From an optimization exercise on the open Yosys and OpenROAD flow, aimed at small area; shortcuts taken in it are not production practice.
Only simulation tests tie the RTL to the original design; equivalence was not proved.
The clock input has no modelled driver; a real chip could not lean on it and would need a root buffer or a full tree.
Power is estimated from default activity; no workload was simulated.

==> 01-03 <==
Design top, start of the top module:
module top (
    input  logic       clk,
    input  logic       n_reset,
    input  logic [3:0] filas_raw,
    output logic [6:0] d,
    output logic [3:0] a,
    output logic [3:0] columnas,
    output logic [3:0] led
);
    logic [3:0]  sample;
    logic        ev;
    logic [4:0]  hm;
    logic [6:0]  l;
    logic [1:0]  ai;
    logic [3:0]  w;
    logic        col_move, disp_move;
    timebase tb_i (.clk(clk), .n_reset(n_reset), .col_move(col_move), .disp_move(disp_move));
    lecture lect (.clk(clk), .n_reset(n_reset), .filas_raw(filas_raw), .col_move(col_move),
                  .columnas(columnas), .sample(sample), .ev(ev));
    sume suma (.clk(clk), .n_reset(n_reset), .sample(sample), .ev(ev),
               .hm(hm), .l(l), .debug(led));
    disp_controller controller (.clk(clk), .n_reset(n_reset), .disp_move(disp_move), .ai(ai), .a(a));
    mux mux (.ai(ai), .hm(hm), .l(l), .w(w));
    disp_dec decoder (.w(w), .d(d));
endmodule
clock: 12.0 ns
lec_check: 0
cap_margin: 20
core_margin: 2
core_utilization: 70
slew_margin: 20
standard.sh (not shown) runs the stock make flow with config.mk's settings and CLKGATE_MAP_FILE= SYNTH_SCRIPT=/design/flow/synth_recipe.tcl, a recipe that flattens the netlist after the stock synthesis.
==> flow/flow/run.sh <==
#!/bin/bash
# Layout flow: the standard synthesis, then the combinational logic of
# the synthesized netlist is re-mapped by ABC for area (flip-flops untouched,
# same names and cell types), then the standard layout from floorplan on.
set -euo pipefail
HERE=$(pwd)
RES=$HERE/orfs/results/sky130hd/top/base
LIB=$FLOW_HOME/platforms/sky130hd/lib/sky130_fd_sc_hd__tt_025C_1v80.lib

# 1. standard synthesis (netlist only)
bash standard.sh $RES/1_2_yosys.v > synth_standard.log 2>&1
cp $RES/1_2_yosys.v $HERE/std_netlist.v

# 2. re-map combinational logic: ABC (&deepsyn then &nf) from 4 random
#    seeds in parallel; the smallest netlist by cell area is kept
SEQ=$(tr '\n' ' ' < flow/seq_cells.txt)
for S in 1 2 3 4; do
  sed "s/@SEED@/$S/" flow/resynth.abc > resynth_$S.abc
  cat > resynth_$S.ys <<EOY
read_liberty -ignore_miss_func $LIB
blackbox $SEQ
read_verilog $HERE/std_netlist.v
hierarchy -top top
flatten
opt -full
abc -liberty $LIB -script $HERE/resynth_$S.abc -dont_use *lpflow* -dont_use *probe* -dont_use *diode* -dont_use *clkdly* -dont_use *dlygate*
opt_clean -purge
hilomap -singleton -hicell sky130_fd_sc_hd__conb_1 HI -locell sky130_fd_sc_hd__conb_1 LO
stat -liberty $LIB
write_verilog -noattr -nohex -nodec $HERE/resynth_$S.v
EOY
  yosys -s resynth_$S.ys > resynth_$S.log 2>&1 &
done
wait
BEST=""; BESTA=""
for S in 1 2 3 4; do
  A=$(grep "Chip area for module" resynth_$S.log | tail -1 | awk '{print $NF}')
  echo "seed $S area $A" >> resynth_pick.log
  if [[ -n "$A" && -s resynth_$S.v ]] && { [[ -z "$BESTA" ]] || awk "BEGIN{exit !($A < $BESTA)}"; }; then BEST=$S; BESTA=$A; fi
done
echo "picked seed $BEST area $BESTA" >> resynth_pick.log
cp resynth_$BEST.v $RES/1_2_yosys.v

# 3. standard layout on the re-mapped netlist, with the port buffer cell
#    from flow/port_buf.txt and the clock tree of flow/cts_hook.tcl
PORT_BUF=$(cat flow/port_buf.txt)
bash standard.sh "PRE_CTS_TCL=$HERE/flow/cts_hook.tcl" "BUFFER_PORTS_ARGS=-buffer_cell $PORT_BUF" finish > layout.log 2>&1
==> flow/flow/cts_cfg.txt <==
5 sky130_fd_sc_hd__buf_12 sky130_fd_sc_hd__clkbuf_4
Other scripts of this flow, unchanged in this note and not shown: flow/flow/cts_hook.tcl, flow/flow/my_cts.tcl, flow/flow/port_buf.txt, flow/flow/resynth.abc, flow/flow/seq_cells.txt
==> 03-10 (differences from 01-03) <==
==> flow/flow/cts_cfg.txt (replaced) <==
8 sky130_fd_sc_hd__buf_8 sky130_fd_sc_hd__clkbuf_4
==> qor summary <==
quantity                                                    01-03       03-10
Run status                               timing/DRC/antenna clean  timing/DRC/antenna clean
Switch Pwr                                                 888 µW      881 µW
Clock group power                                          210 µW      229 µW
Placed standard-cell area                                6580 µm²    6610 µm²
X dimension of the die                                    99.2 µm     99.4 µm
Power share of the clock group                              0.098       0.105
Seq/total area                                              0.572       0.568
Portion of total power attributed to sequential cells       0.420       0.415
Worst-case hold slack                                      405 ps      405 ps
Placed cell count                                             736         745
Die Outline Area                                         9850 µm²    9890 µm²
WL/cell                                                   14.6 µm     14.5 µm
Clock slew at reported path FFs                            120 ps      110 ps
No run of this note takes its clock network from TritonCTS; it comes from the design's own scripts or RTL.


==> run a <==
top again, from the RTL that the note above started with.
// top
module top (
    input  logic       clk,
    input  logic       n_reset,
    input  logic [3:0] filas_raw,
    output logic [6:0] d,
    output logic [3:0] a,
    output logic [3:0] columnas,
    output logic [3:0] led
);
    logic [3:0]  sample;
    logic        ev;
    logic [4:0]  hm;
    logic [6:0]  l;
    logic [1:0]  ai;
    logic [3:0]  w;
    logic        col_move, disp_move;
    timebase tb_i (.clk(clk), .n_reset(n_reset), .col_move(col_move), .disp_move(disp_move));
    lecture lect (.clk(clk), .n_reset(n_reset), .filas_raw(filas_raw), .col_move(col_move),
                  .columnas(columnas), .sample(sample), .ev(ev));
    sume suma (.clk(clk), .n_reset(n_reset), .sample(sample), .ev(ev),
               .hm(hm), .l(l), .debug(led));
    disp_controller controller (.clk(clk), .n_reset(n_reset), .disp_move(disp_move), .ai(ai), .a(a));
    mux mux (.ai(ai), .hm(hm), .l(l), .w(w));
  ...
==> module lecture, before the edit <==
module lecture (
    input  logic       clk,
    input  logic       n_reset,
    input  logic [3:0] filas_raw,
    input  logic       col_move,
    output logic [3:0] columnas,
    output logic [3:0] sample,
    output logic       ev           
);
    logic       cvalid;
    logic [1:0] cidx;
    logic [3:0] db;
    logic [2:0] cl [4];
    columnas_fsm fsm (.clk(clk), .n_reset(n_reset), .col_move(col_move), .cvalid(cvalid), .cidx(cidx), .columnas(columnas));
    genvar g;
    generate
        for (g = 0; g < 4; g++) begin : row
            DeBounce #(.LAST_ROW(g == 0)) db_i (
                .clk(clk), .n_reset(n_reset), .button_in(filas_raw[g]),
                .cvalid(cvalid), .cidx(cidx),
                .DB_out(db[g]), .col(cl[g])
            );
        end
    endgenerate
    logic       one;
    logic [1:0] r;
    logic       v;
    logic [1:0] c;
    logic [3:0] key;
    always_comb begin
        one = 1'b0; r = 2'd0; v = 1'b0; c = 2'd0;
        case (db)
            4'b1000: begin one = 1'b1; r = 2'd0; {v, c} = cl[3]; end
            4'b0100: begin one = 1'b1; r = 2'd1; {v, c} = cl[2]; end
            4'b0010: begin one = 1'b1; r = 2'd2; {v, c} = cl[1]; end
            4'b0001: begin one = 1'b1; r = 2'd3; {v, c} = cl[0]; end
            default: ;
        endcase
        key = 4'b1111;
        if (one && v) begin
            case ({r, c})
                4'b00_00: key = 4'd1;
                4'b00_01: key = 4'd2;
                4'b00_10: key = 4'd3;
                4'b00_11: key = 4'd10;
                4'b01_00: key = 4'd4;
                4'b01_01: key = 4'd5;
                4'b01_10: key = 4'd6;
                4'b01_11: key = 4'd11;
                4'b10_00: key = 4'd7;
                4'b10_01: key = 4'd8;
                4'b10_10: key = 4'd9;
                4'b10_11: key = 4'd12;
                4'b11_00: key = 4'd13;
                4'b11_01: key = 4'd0;
                4'b11_10: key = 4'd14;
                default:  key = 4'b1111;
            endcase
        end
    end
    always_ff @(posedge clk or negedge n_reset) begin
        if (!n_reset) begin
            sample <= 4'b1111;
            ev     <= 1'b0;
        end else begin
            sample <= key;
            ev     <= (key != sample) && (key != 4'b1111);
        end
    end
endmodule
export LEC_CHECK = 0
export CAP_MARGIN = 20
export CORE_MARGIN = 2
export CORE_UTILIZATION = 70
export SLEW_MARGIN = 20
create_clock -name core_clock -period 12.0 [get_ports {clk}]
==> flow/flow/run.sh <==
#!/bin/bash
# Layout flow: the standard synthesis, then the combinational logic of
# the synthesized netlist is re-mapped by ABC for area (flip-flops untouched,
# same names and cell types), then the standard layout from floorplan on.
set -euo pipefail
HERE=$(pwd)
RES=$HERE/orfs/results/sky130hd/top/base
LIB=$FLOW_HOME/platforms/sky130hd/lib/sky130_fd_sc_hd__tt_025C_1v80.lib

# 1. standard synthesis (netlist only)
bash standard.sh $RES/1_2_yosys.v > synth_standard.log 2>&1
cp $RES/1_2_yosys.v $HERE/std_netlist.v

# 2. re-map combinational logic
SEQ=$(tr '\n' ' ' < flow/seq_cells.txt)
cat > resynth.ys <<EOY
read_liberty -ignore_miss_func $LIB
blackbox $SEQ
read_verilog $HERE/std_netlist.v
hierarchy -top top
flatten
opt -full
abc -liberty $LIB -script $HERE/flow/resynth.abc -dont_use *lpflow* -dont_use *probe* -dont_use *diode* -dont_use *clkdly* -dont_use *dlygate*
opt_clean -purge
hilomap -singleton -hicell sky130_fd_sc_hd__conb_1 HI -locell sky130_fd_sc_hd__conb_1 LO
stat -liberty $LIB
write_verilog -noattr -nohex -nodec $RES/1_2_yosys.v
EOY
yosys -s resynth.ys > resynth.log 2>&1

# 3. standard layout on the re-mapped netlist, with the port buffer cell
#    from flow/port_buf.txt and the clock tree of flow/cts_hook.tcl
PORT_BUF=$(cat flow/port_buf.txt)
bash standard.sh "PRE_CTS_TCL=$HERE/flow/cts_hook.tcl" "BUFFER_PORTS_ARGS=-buffer_cell $PORT_BUF" finish > layout.log 2>&1
==> flow/flow/cts_cfg.txt <==
7 sky130_fd_sc_hd__clkbuf_16 sky130_fd_sc_hd__clkbuf_4
==> flow/flow/cts_hook.tcl <==
# PRE_CTS_TCL hook: builds the clock tree with my_cts_build (my_cts.tcl)
# instead of TritonCTS, then finishes the CTS step as ORFS's cts.tcl does
# (legalize, timing repair, write 4_1_cts.odb / 4_cts.sdc) and exits.
source [file join [file dirname [info script]] my_cts.tcl]
set cfg [split [string trim [read [open [file join [file dirname [info script]] cts_cfg.txt]]]]]
my_cts_build {*}$cfg
set_propagated_clock [all_clocks]
estimate_parasitics -placement
set_placement_padding -global \
  -left $::env(CELL_PAD_IN_SITES_DETAIL_PLACEMENT) \
  -right $::env(CELL_PAD_IN_SITES_DETAIL_PLACEMENT)
detailed_placement
estimate_parasitics -placement
repair_timing_helper
detailed_placement
check_placement -verbose
report_clock_skew
orfs_write_db $::env(RESULTS_DIR)/4_1_cts.odb
orfs_write_sdc $::env(RESULTS_DIR)/4_cts.sdc
exit
==> flow/flow/my_cts.tcl <==
# Clock tree built here instead of TritonCTS: the flip-flops are split into
# NLEAF groups by position (k-means) and each group gets one clock buffer
# placed at its centre; the clock port drives the NLEAF buffers. Every
# flip-flop is one buffer away from the port.
proc my_cts_build { nleaf master_name {root_name ""} } {
  set block [ord::get_db_block]
  set db [ord::get_db]
  set clk_net [$block findNet clk]
  set master [$db findMaster $master_name]
  set sinks {}
  foreach it [$clk_net getITerms] { lappend sinks $it }
  set n [llength $sinks]
  set xs {}; set ys {}
  foreach it $sinks {
    set b [[$it getInst] getBBox]
    lappend xs [expr {([$b xMin] + [$b xMax]) / 2.0}]
    lappend ys [expr {([$b yMin] + [$b yMax]) / 2.0}]
  }
  # k-means, seeded by sorting along x then y
  set order [lsort -real -indices $xs]
  set cx {}; set cy {}
  for {set k 0} {$k < $nleaf} {incr k} {
    set i [lindex $order [expr {int(($k + 0.5) * $n / $nleaf)}]]
    lappend cx [lindex $xs $i]; lappend cy [lindex $ys $i]
  }
  # balanced k-means: each group takes at most ceil(n/nleaf) flip-flops,
  # points are given to centres in order of increasing distance
  set cap [expr {($n + $nleaf - 1) / $nleaf}]
  for {set iter 0} {$iter < 30} {incr iter} {
    set pairs {}
    for {set i 0} {$i < $n} {incr i} {
      for {set k 0} {$k < $nleaf} {incr k} {
        set dx [expr {[lindex $xs $i] - [lindex $cx $k]}]
        set dy [expr {[lindex $ys $i] - [lindex $cy $k]}]
        lappend pairs [list [expr {$dx*$dx + $dy*$dy}] $i $k]
      }
    }
    set pairs [lsort -real -index 0 $pairs]
    for {set k 0} {$k < $nleaf} {incr k} { set sc($k) 0; set sx($k) 0.0; set sy($k) 0.0 }
    for {set i 0} {$i < $n} {incr i} { set a($i) -1 }
    set left $n
    foreach p $pairs {
      if {$left == 0} break
      lassign $p d i k
      if {$a($i) >= 0 || $sc($k) >= $cap} continue
      set a($i) $k; incr sc($k); incr left -1
      set sx($k) [expr {$sx($k) + [lindex $xs $i]}]
      set sy($k) [expr {$sy($k) + [lindex $ys $i]}]
    }
    set cx {}; set cy {}
    for {set k 0} {$k < $nleaf} {incr k} {
      lappend cx [expr {$sx($k) / max(1, $sc($k))}]; lappend cy [expr {$sy($k) / max(1, $sc($k))}]
    }
  }
  set asg {}
  for {set i 0} {$i < $n} {incr i} { lappend asg $a($i) }
  set drv_net $clk_net
  if {$root_name ne ""} {
    set rinst [odb::dbInst_create $block [$db findMaster $root_name] "clkbuf_root"]
    set rnet [odb::dbNet_create $block "clknet_root"]
    $rnet setSigType CLOCK
    [$rinst findITerm A] connect $clk_net
    [$rinst findITerm X] connect $rnet
    set mx 0.0; set my 0.0
    for {set k 0} {$k < $nleaf} {incr k} { set mx [expr {$mx + [lindex $cx $k] / $nleaf}]; set my [expr {$my + [lindex $cy $k] / $nleaf}] }
    $rinst setLocation [expr {int($mx)}] [expr {int($my)}]
    $rinst setPlacementStatus PLACED
    set drv_net $rnet
  }
  for {set k 0} {$k < $nleaf} {incr k} {
    set inst [odb::dbInst_create $block $master "clkbuf_leaf_$k"]
    set net [odb::dbNet_create $block "clknet_leaf_$k"]
    $net setSigType CLOCK
    [$inst findITerm A] connect $drv_net
    [$inst findITerm X] connect $net
    $inst setLocation [expr {int([lindex $cx $k])}] [expr {int([lindex $cy $k])}]
    $inst setPlacementStatus PLACED
    set leafnet($k) $net
  }
  for {set i 0} {$i < $n} {incr i} {
    set it [lindex $sinks $i]
    $it disconnect
    $it connect $leafnet([lindex $asg $i])
  }
  $clk_net setSigType CLOCK
  for {set k 0} {$k < $nleaf} {incr k} { puts "my_cts: leaf $k sinks $sc($k)" }
}
==> flow/flow/resynth.abc <==
strash; &get -n; &deepsyn -T 60; &put; strash; &get -n; &dch -f; &nf -R 1000; &put
Other scripts of this flow, unchanged in this note and not shown: flow/flow/port_buf.txt, flow/flow/seq_cells.txt
==> inputs of run b, as changes to run a <==
--- a/flow/design.v
+++ b/flow/design.v
@@ -194,13 +194,15 @@
             endcase
         end
     end
+    logic [3:0] nsample;
+    assign sample = ~nsample;
     always_ff @(posedge clk or negedge n_reset) begin
         if (!n_reset) begin
-            sample <= 4'b1111;
+            nsample <= 4'b0000;
             ev     <= 1'b0;
         end else begin
-            sample <= key;
-            ev     <= (key != sample) && (key != 4'b1111);
+            nsample <= ~key;
+            ev      <= (key != sample) && (key != 4'b1111);
         end
     end
 endmodule
--- a/flow/flow/run.sh
+++ b/flow/flow/run.sh
@@ -11,22 +11,36 @@
 bash standard.sh $RES/1_2_yosys.v > synth_standard.log 2>&1
 cp $RES/1_2_yosys.v $HERE/std_netlist.v
 
-# 2. re-map combinational logic
+# 2. re-map combinational logic: ABC (&deepsyn then &nf) from 12 random
+#    seeds, 4 at a time; the smallest netlist by cell area is kept
 SEQ=$(tr '\n' ' ' < flow/seq_cells.txt)
-cat > resynth.ys <<EOY
+for S in 1 2 3 4 5 6 7 8 9 10 11 12; do
+  sed "s/@SEED@/$S/" flow/resynth.abc > resynth_$S.abc
+  cat > resynth_$S.ys <<EOY
 read_liberty -ignore_miss_func $LIB
 blackbox $SEQ
 read_verilog $HERE/std_netlist.v
 hierarchy -top top
 flatten
 opt -full
-abc -liberty $LIB -script $HERE/flow/resynth.abc -dont_use *lpflow* -dont_use *probe* -dont_use *diode* -dont_use *clkdly* -dont_use *dlygate*
+abc -liberty $LIB -script $HERE/resynth_$S.abc -dont_use *lpflow* -dont_use *probe* -dont_use *diode* -dont_use *clkdly* -dont_use *dlygate*
 opt_clean -purge
 hilomap -singleton -hicell sky130_fd_sc_hd__conb_1 HI -locell sky130_fd_sc_hd__conb_1 LO
 stat -liberty $LIB
-write_verilog -noattr -nohex -nodec $RES/1_2_yosys.v
+write_verilog -noattr -nohex -nodec $HERE/resynth_$S.v
 EOY
-yosys -s resynth.ys > resynth.log 2>&1
+  yosys -s resynth_$S.ys > resynth_$S.log 2>&1 &
+  if (( S % 4 == 0 )); then wait; fi
+done
+wait
+BEST=""; BESTA=""
+for S in 1 2 3 4 5 6 7 8 9 10 11 12; do
+  A=$(grep "Chip area for module" resynth_$S.log | tail -1 | awk '{print $NF}')
+  echo "seed $S area $A" >> resynth_pick.log
+  if [[ -n "$A" && -s resynth_$S.v ]] && { [[ -z "$BESTA" ]] || awk "BEGIN{exit !($A < $BESTA)}"; }; then BEST=$S; BESTA=$A; fi
+done
+echo "picked seed $BEST area $BESTA" >> resynth_pick.log
+cp resynth_$BEST.v $RES/1_2_yosys.v
 
 # 3. standard layout on the re-mapped netlist, with the port buffer cell
 #    from flow/port_buf.txt and the clock tree of flow/cts_hook.tcl
==> flow/flow/cts_cfg.txt (replaced) <==
sky130_fd_sc_hd__buf_12 sky130_fd_sc_hd__clkbuf_4 122 5 9
--- a/flow/flow/cts_hook.tcl
+++ b/flow/flow/cts_hook.tcl
@@ -1,10 +1,22 @@
 # PRE_CTS_TCL hook: builds the clock tree with my_cts_build (my_cts.tcl)
 # instead of TritonCTS, then finishes the CTS step as ORFS's cts.tcl does
 # (legalize, timing repair, write 4_1_cts.odb / 4_cts.sdc) and exits.
+# cts_cfg.txt: leaf buffer, root buffer, slew target (ps, estimated with
+# placement parasitics), fewest and most leaves. The fewest leaves whose
+# estimated worst clock-pin slew meets the target are used.
 source [file join [file dirname [info script]] my_cts.tcl]
-set cfg [split [string trim [read [open [file join [file dirname [info script]] cts_cfg.txt]]]]]
-my_cts_build {*}$cfg
+set f [open [file join [file dirname [info script]] cts_cfg.txt]]
+lassign [split [string trim [read $f]]] leaf_buf root_buf target nl_min nl_max
+close $f
 set_propagated_clock [all_clocks]
+for {set nl $nl_min} {$nl <= $nl_max} {incr nl} {
+  my_cts_build $nl $leaf_buf $root_buf
+  detailed_placement
+  set w [my_cts_worst_slew]
+  puts "my_cts: $nl leaves, estimated worst clock-pin slew $w ps"
+  if {$w <= $target || $nl == $nl_max} break
+  my_cts_undo
+}
 estimate_parasitics -placement
 set_placement_padding -global \
   -left $::env(CELL_PAD_IN_SITES_DETAIL_PLACEMENT) \
--- a/flow/flow/my_cts.tcl
+++ b/flow/flow/my_cts.tcl
@@ -85,3 +85,39 @@
   $clk_net setSigType CLOCK
   for {set k 0} {$k < $nleaf} {incr k} { puts "my_cts: leaf $k sinks $sc($k)" }
 }
+
+# Undo my_cts_build: every flip-flop back on the clock port net, the
+# buffers and their nets removed.
+proc my_cts_undo { } {
+  set block [ord::get_db_block]
+  set clk_net [$block findNet clk]
+  foreach inst [$block getInsts] {
+    set name [$inst getName]
+    if {![string match "clkbuf_leaf_*" $name] && $name ne "clkbuf_root"} continue
+    set onet [[$inst findITerm X] getNet]
+    if {$onet ne "NULL"} {
+      foreach it [$onet getITerms] {
+        if {[$it getInst] eq $inst} continue
+        $it disconnect
+        $it connect $clk_net
+      }
+    }
+    odb::dbInst_destroy $inst
+    if {$onet ne "NULL"} { odb::dbNet_destroy $onet }
+  }
+}
+
+# Worst slew (ps) at any flip-flop clock pin, with placement parasitics.
+proc my_cts_worst_slew { } {
+  estimate_parasitics -placement
+  set worst 0
+  foreach pin [all_registers -clock_pins -edge_triggered] {
+    foreach e {rise fall} {
+      foreach a {min max} {
+        set ps [expr {[sta::time_ui_sta [get_property $pin slew_${a}_$e]] * 1e12}]
+        if {$ps > $worst} { set worst $ps }
+      }
+    }
+  }
+  return $worst
+}
==> flow/flow/resynth.abc (replaced) <==
strash; &get -n; &deepsyn -T 60 -S @SEED@; &put; strash; &get -n; &dch -f; &nf -R 1000; &put
Settings changed: CAP_MARGIN 20 to 0, SLEW_MARGIN 20 to 0.
==> inputs of run c, as changes to run a <==
--- a/flow/flow/run.sh
+++ b/flow/flow/run.sh
@@ -11,22 +11,35 @@
 bash standard.sh $RES/1_2_yosys.v > synth_standard.log 2>&1
 cp $RES/1_2_yosys.v $HERE/std_netlist.v
 
-# 2. re-map combinational logic
+# 2. re-map combinational logic: ABC (&deepsyn then &nf) from 4 random
+#    seeds in parallel; the smallest netlist by cell area is kept
 SEQ=$(tr '\n' ' ' < flow/seq_cells.txt)
-cat > resynth.ys <<EOY
+for S in 1 2 3 4; do
+  sed "s/@SEED@/$S/" flow/resynth.abc > resynth_$S.abc
+  cat > resynth_$S.ys <<EOY
 read_liberty -ignore_miss_func $LIB
 blackbox $SEQ
 read_verilog $HERE/std_netlist.v
 hierarchy -top top
 flatten
 opt -full
-abc -liberty $LIB -script $HERE/flow/resynth.abc -dont_use *lpflow* -dont_use *probe* -dont_use *diode* -dont_use *clkdly* -dont_use *dlygate*
+abc -liberty $LIB -script $HERE/resynth_$S.abc -dont_use *lpflow* -dont_use *probe* -dont_use *diode* -dont_use *clkdly* -dont_use *dlygate*
 opt_clean -purge
 hilomap -singleton -hicell sky130_fd_sc_hd__conb_1 HI -locell sky130_fd_sc_hd__conb_1 LO
 stat -liberty $LIB
-write_verilog -noattr -nohex -nodec $RES/1_2_yosys.v
+write_verilog -noattr -nohex -nodec $HERE/resynth_$S.v
 EOY
-yosys -s resynth.ys > resynth.log 2>&1
+  yosys -s resynth_$S.ys > resynth_$S.log 2>&1 &
+done
+wait
+BEST=""; BESTA=""
+for S in 1 2 3 4; do
+  A=$(grep "Chip area for module" resynth_$S.log | tail -1 | awk '{print $NF}')
+  echo "seed $S area $A" >> resynth_pick.log
+  if [[ -n "$A" && -s resynth_$S.v ]] && { [[ -z "$BESTA" ]] || awk "BEGIN{exit !($A < $BESTA)}"; }; then BEST=$S; BESTA=$A; fi
+done
+echo "picked seed $BEST area $BESTA" >> resynth_pick.log
+cp resynth_$BEST.v $RES/1_2_yosys.v
 
 # 3. standard layout on the re-mapped netlist, with the port buffer cell
 #    from flow/port_buf.txt and the clock tree of flow/cts_hook.tcl
==> flow/flow/cts_cfg.txt (replaced) <==
6 sky130_fd_sc_hd__clkbuf_16 sky130_fd_sc_hd__clkbuf_4
==> flow/flow/resynth.abc (replaced) <==
strash; &get -n; &deepsyn -T 60 -S @SEED@; &put; strash; &get -n; &dch -f; &nf -R 1000; &put
==> inputs of run d, as changes to run a <==
--- a/flow/flow/run.sh
+++ b/flow/flow/run.sh
@@ -11,22 +11,36 @@
 bash standard.sh $RES/1_2_yosys.v > synth_standard.log 2>&1
 cp $RES/1_2_yosys.v $HERE/std_netlist.v
 
-# 2. re-map combinational logic
+# 2. re-map combinational logic: ABC (&deepsyn then &nf) from 8 random
+#    seeds, 4 at a time; the smallest netlist by cell area is kept
 SEQ=$(tr '\n' ' ' < flow/seq_cells.txt)
-cat > resynth.ys <<EOY
+for S in 1 2 3 4 5 6 7 8; do
+  sed "s/@SEED@/$S/" flow/resynth.abc > resynth_$S.abc
+  cat > resynth_$S.ys <<EOY
 read_liberty -ignore_miss_func $LIB
 blackbox $SEQ
 read_verilog $HERE/std_netlist.v
 hierarchy -top top
 flatten
 opt -full
-abc -liberty $LIB -script $HERE/flow/resynth.abc -dont_use *lpflow* -dont_use *probe* -dont_use *diode* -dont_use *clkdly* -dont_use *dlygate*
+abc -liberty $LIB -script $HERE/resynth_$S.abc -dont_use *lpflow* -dont_use *probe* -dont_use *diode* -dont_use *clkdly* -dont_use *dlygate*
 opt_clean -purge
 hilomap -singleton -hicell sky130_fd_sc_hd__conb_1 HI -locell sky130_fd_sc_hd__conb_1 LO
 stat -liberty $LIB
-write_verilog -noattr -nohex -nodec $RES/1_2_yosys.v
+write_verilog -noattr -nohex -nodec $HERE/resynth_$S.v
 EOY
-yosys -s resynth.ys > resynth.log 2>&1
+  yosys -s resynth_$S.ys > resynth_$S.log 2>&1 &
+  if [[ $S == 4 ]]; then wait; fi
+done
+wait
+BEST=""; BESTA=""
+for S in 1 2 3 4 5 6 7 8; do
+  A=$(grep "Chip area for module" resynth_$S.log | tail -1 | awk '{print $NF}')
+  echo "seed $S area $A" >> resynth_pick.log
+  if [[ -n "$A" && -s resynth_$S.v ]] && { [[ -z "$BESTA" ]] || awk "BEGIN{exit !($A < $BESTA)}"; }; then BEST=$S; BESTA=$A; fi
+done
+echo "picked seed $BEST area $BESTA" >> resynth_pick.log
+cp resynth_$BEST.v $RES/1_2_yosys.v
 
 # 3. standard layout on the re-mapped netlist, with the port buffer cell
 #    from flow/port_buf.txt and the clock tree of flow/cts_hook.tcl
==> flow/flow/cts_cfg.txt (replaced) <==
sky130_fd_sc_hd__buf_12 sky130_fd_sc_hd__clkbuf_4 122 5 9
--- a/flow/flow/cts_hook.tcl
+++ b/flow/flow/cts_hook.tcl
@@ -1,10 +1,22 @@
 # PRE_CTS_TCL hook: builds the clock tree with my_cts_build (my_cts.tcl)
 # instead of TritonCTS, then finishes the CTS step as ORFS's cts.tcl does
 # (legalize, timing repair, write 4_1_cts.odb / 4_cts.sdc) and exits.
+# cts_cfg.txt: leaf buffer, root buffer, slew target (ps, estimated with
+# placement parasitics), fewest and most leaves. The fewest leaves whose
+# estimated worst clock-pin slew meets the target are used.
 source [file join [file dirname [info script]] my_cts.tcl]
-set cfg [split [string trim [read [open [file join [file dirname [info script]] cts_cfg.txt]]]]]
-my_cts_build {*}$cfg
+set f [open [file join [file dirname [info script]] cts_cfg.txt]]
+lassign [split [string trim [read $f]]] leaf_buf root_buf target nl_min nl_max
+close $f
 set_propagated_clock [all_clocks]
+for {set nl $nl_min} {$nl <= $nl_max} {incr nl} {
+  my_cts_build $nl $leaf_buf $root_buf
+  detailed_placement
+  set w [my_cts_worst_slew]
+  puts "my_cts: $nl leaves, estimated worst clock-pin slew $w ps"
+  if {$w <= $target || $nl == $nl_max} break
+  my_cts_undo
+}
 estimate_parasitics -placement
 set_placement_padding -global \
   -left $::env(CELL_PAD_IN_SITES_DETAIL_PLACEMENT) \
--- a/flow/flow/my_cts.tcl
+++ b/flow/flow/my_cts.tcl
@@ -85,3 +85,39 @@
   $clk_net setSigType CLOCK
   for {set k 0} {$k < $nleaf} {incr k} { puts "my_cts: leaf $k sinks $sc($k)" }
 }
+
+# Undo my_cts_build: every flip-flop back on the clock port net, the
+# buffers and their nets removed.
+proc my_cts_undo { } {
+  set block [ord::get_db_block]
+  set clk_net [$block findNet clk]
+  foreach inst [$block getInsts] {
+    set name [$inst getName]
+    if {![string match "clkbuf_leaf_*" $name] && $name ne "clkbuf_root"} continue
+    set onet [[$inst findITerm X] getNet]
+    if {$onet ne "NULL"} {
+      foreach it [$onet getITerms] {
+        if {[$it getInst] eq $inst} continue
+        $it disconnect
+        $it connect $clk_net
+      }
+    }
+    odb::dbInst_destroy $inst
+    if {$onet ne "NULL"} { odb::dbNet_destroy $onet }
+  }
+}
+
+# Worst slew (ps) at any flip-flop clock pin, with placement parasitics.
+proc my_cts_worst_slew { } {
+  estimate_parasitics -placement
+  set worst 0
+  foreach pin [all_registers -clock_pins -edge_triggered] {
+    foreach e {rise fall} {
+      foreach a {min max} {
+        set ps [expr {[sta::time_ui_sta [get_property $pin slew_${a}_$e]] * 1e12}]
+        if {$ps > $worst} { set worst $ps }
+      }
+    }
+  }
+  return $worst
+}
==> flow/flow/resynth.abc (replaced) <==
strash; &get -n; &deepsyn -T 60 -S @SEED@; &put; strash; &get -n; &dch -f; &nf -R 1000; &put
==> flow_metrics.env <==
export IMPL_grt_pass1_wl_mm=19.1
export IMPL_fmax_mhz=136
export IMPL_required_ns=12.23
export IMPL_status="timing/DRC/antenna clean"
export IMPL_filler_cell_count=590
export IMPL_dr_total_vias=4447
export IMPL_reg2reg_depth=34
export IMPL_powerDensity_nw_per_um2=324
export IMPL_p_seq_uw=887
export IMPL_first_pass_iters=6
export IMPL_start_util=0.723
export IMPL_p_comb_frac=0.485
That was run d.
==> flow_metrics.env <==
export IMPL_dr_total_vias=4420
export IMPL_powerDensity_nw_per_um2=328
export IMPL_p_comb_frac=0.485
export IMPL_first_pass_iters=5
export IMPL_status="timing/DRC/antenna clean"
export IMPL_fmax_mhz=160
export IMPL_filler_cell_count=583
export IMPL_p_seq_uw=899
That was run a.
==> flow_metrics.env <==
export IMPL_dr_total_vias=4340
export IMPL_p_seq_uw=899
export IMPL_dp_hpwl_mm=7.82
export IMPL_filler_cell_count=582
export IMPL_reg2reg_depth=34
export IMPL_status="timing/DRC/antenna clean"
export IMPL_fmax_mhz=135
export IMPL_first_pass_iters=4
export IMPL_grt_pass1_wl_mm=19.1
export IMPL_synth_nets=611
export IMPL_p_comb_frac=0.475
export IMPL_required_ns=12.35
That was run c.
==> flow_metrics.env <==
export IMPL_status="timing/DRC/antenna clean"
export IMPL_reg2reg_depth=32
export IMPL_dr_total_vias=4393
export IMPL_required_ns=12.23
export IMPL_p_seq_uw=885
export IMPL_first_pass_iters=4
export IMPL_fmax_mhz=141
export IMPL_start_util=0.722
export IMPL_clock_net_power_uw=209
That was run b.
No run of this note takes its clock network from TritonCTS; it comes from the design's own scripts or RTL.

[separate check: timing with driven ports]
In the flow no input, the clock included, has a driving cell. The finished layouts below were timed again as built, in two steps.
Step 1 assumes that a clkbuf_16 drives the clock port and a buf_2 every other input.
Step 2 adds t to the input delays and takes it off the output delays; t is the mean of the earliest and latest rising clock arrival at the registers after step 1. Input paths then give back, and output paths get back, about the clock's delay inside the block.
a / b / c = no drivers / after step 1 / after step 2; a / b = the first two.
run | t (ns) | setup slack, ns | hold WS [ns] | slew at the worst register clock pin (ns) | worst slew at a driven data input, ns
01-03 | 0.477 | 4.567 / 4.567 / 4.567 | 0.405 / 0.405 / 0.405 | 0.12 / 0.12 | 0.03
03-10 | 0.533 | 5.258 / 5.258 / 5.258 | 0.405 / 0.405 / 0.405 | 0.12 / 0.12 | 0.03
run a | 0.551 | 5.751 / 5.751 / 5.751 | 0.400 / 0.400 / 0.400 | 0.09 / 0.09 | 0.03
run b | 0.491 | 4.887 / 4.887 / 4.887 | 0.411 / 0.411 / 0.411 | 0.12 / 0.12 | 0.03
run c | 0.518 | 4.571 / 4.571 / 4.571 | 0.397 / 0.397 / 0.397 | 0.11 / 0.11 | 0.03
run d | 0.504 | 4.664 / 4.664 / 4.664 | 0.404 / 0.404 / 0.404 | 0.10 / 0.10 | 0.04
After both steps every run listed still meets setup and hold.
